What follows belongs to an exercise in optimizing a design on an open flow for small area; a production flow would make more cautious choices. In this exercise RTL edits were held to simulation tests only and were not proved equivalent to the original. The flow treats the clock pin as an ideal source, which a real chip does not have. Power and IR drop assume default switching activity.

// top
module top (input sys_clk,
            input rst,
            input [4:0] bottom,
            input [5:0] key,
            input random_key,
            input [11:0] rom_data,
            output possi_led,
            output [7:0] DIG,
            output [7:0] Y,
            output [5:0] flow_led,
            output [3:0] red,
            output [3:0] green,
            output [3:0] blue,
            output hsync,
            vsync,
            output [5:0] key_led,
            output rd_led,
            output [17:0] rom_addr);
For scale: roughly 180 flip-flops, roughly 8700 µm² of cells after synthesis.
==> flow/config.mk <==
export PLATFORM = sky130hd
export DESIGN_NAME = top
export DESIGN_NICKNAME = top
export VERILOG_FILES = /design/flow/design.v
export SDC_FILE = /design/flow/constraint.sdc
export NUM_CORES = 4
export LEC_CHECK = 0
export ABC_AREA = 0
export CAP_MARGIN = 20
export CORE_MARGIN = 2
export CORE_UTILIZATION = 40
export SLEW_MARGIN = 20
==> flow/constraint.sdc <==
create_clock -name core_clock -period 12.0 [get_ports {sys_clk}]
set_input_delay 2.4000 -clock core_clock [delete_from_list [all_inputs] [get_ports {sys_clk}]]
set_output_delay 2.4000 -clock core_clock [all_outputs]
set_load 0.01 [all_outputs]
standard.sh (not shown) runs the stock make flow with config.mk's settings and CLKGATE_MAP_FILE= SYNTH_SCRIPT=/design/flow/synth_recipe.tcl, a recipe that flattens the netlist after the stock synthesis.
==> flow/flow/run.sh <==
#!/bin/bash
# Standard ORFS layout (the standard.sh, standard synthesis), with changes
# to how the layout is built only:
#  - port buffers use the smallest buffer cell (buf_1) instead of the default
#  - clock tree built by hand (flow/pre_cts.tcl): register clock pins split
#    into 20 placement groups, one clkbuf_4 each, under a clkbuf_8 root
#  - after CTS, logic cells are downsized where timing, slew and load allow
#    (flow/post_cts.tcl)
# The make output goes to standard_flow.log; ORFS keeps each tool's log under
# orfs/logs/.
set -euo pipefail
here=$(pwd)
export BUFFER_PORTS_ARGS="-buffer_cell sky130_fd_sc_hd__buf_1"
export CTS_ARGS="-sink_clustering_enable -repair_clock_nets -dont_use_dummy_load -buf_list {sky130_fd_sc_hd__clkbuf_4 sky130_fd_sc_hd__clkbuf_8} -root_buf sky130_fd_sc_hd__clkbuf_8"
export PRE_CTS_TCL="$here/flow/pre_cts.tcl"
export POST_CTS_TCL="$here/flow/post_cts.tcl"
bash standard.sh finish > standard_flow.log 2>&1
==> flow/flow/pre_cts.tcl <==
# Run by ORFS's cts step (PRE_CTS_TCL) before clock_tree_synthesis: build the
# clock tree by hand (flow/mycts.tcl): 4 x 5 placement groups of register
# clock pins, one clkbuf_4 each, driven by a clkbuf_8 root. TritonCTS then
# finds the clock nets already buffered and leaves them as they are.
source [file join [file dirname [info script]] mycts.tcl]
my_clock_tree 4 5 sky130_fd_sc_hd__clkbuf_4 sky130_fd_sc_hd__clkbuf_8
Other scripts of this flow, unchanged in this note and not shown: flow/flow/downsize.tcl, flow/flow/mycts.tcl, flow/flow/post_cts.tcl
Change:
--- a/flow/flow/run.sh
+++ b/flow/flow/run.sh
@@ -6 +6 @@
-#    into 20 placement groups, one clkbuf_4 each, under a clkbuf_8 root
+#    into 12 placement groups, one clkbuf_8 each, under a clkbuf_8 root
@@ -14 +14 @@
-export CTS_ARGS="-sink_clustering_enable -repair_clock_nets -dont_use_dummy_load -buf_list {sky130_fd_sc_hd__clkbuf_4 sky130_fd_sc_hd__clkbuf_8} -root_buf sky130_fd_sc_hd__clkbuf_8"
+export CTS_ARGS="-sink_clustering_enable -repair_clock_nets -dont_use_dummy_load -buf_list sky130_fd_sc_hd__clkbuf_8 -root_buf sky130_fd_sc_hd__clkbuf_8"
==> flow/flow/pre_cts.tcl (replaced) <==
# Run by ORFS's cts step (PRE_CTS_TCL) before clock_tree_synthesis: build the
# clock tree by hand (flow/mycts.tcl): 3 x 4 placement groups of register
# clock pins, one clkbuf_8 each, driven by a clkbuf_8 root. TritonCTS then
# finds the clock nets already buffered and leaves them as they are.
source [file join [file dirname [info script]] mycts.tcl]
my_clock_tree 3 4 sky130_fd_sc_hd__clkbuf_8 sky130_fd_sc_hd__clkbuf_8
--- a/flow/config.mk
+++ b/flow/config.mk
@@ -11 +11 @@
-export CORE_UTILIZATION = 40
+export CORE_UTILIZATION = 65
The changed run finished with timing, DRC and antenna clean.
Sequential power hardly moves.
Final area is lower slightly.
Routed wire length is higher slightly.
First-iteration DRC count is higher by well over a third.
Critical path depth is unchanged.
Worst setup slack loses 0.063 ns.
Final cell count went down by roughly a tenth.
Sequential share of layout area came out higher by 0.58 points.
Total power is higher slightly.
Clock skew rose by 0.0094 ns.

## static timing again, ports no longer ideal
Ports are ideal in the flow. The routed layouts listed here were re-timed in OpenROAD.
Step 1, drivers: a clkbuf_16 drives sys_clk and a buf_2 each remaining input, both assumed.
Step 2 times the ports against the registers' clock, not the clock port: input delays grow and output delays shrink by t, the midpoint of the rising clock arrivals with the driver on.
Slacks: ideal / step 1 / step 2; pairs: ideal / step 1.
| run | t (ns) | setup WS [ns] | worst setup path after step 2 | worst register clock-pin slew, ns |
|---|---|---|---|---|
| the first run | 0.509 | 2.536 / 2.496 / 3.005 | register to output | 0.10 / 0.10 |
| the second run | 0.478 | 2.474 / 2.440 / 2.917 | register to output | 0.10 / 0.10 |
After both steps setup and hold are still met in every run listed.
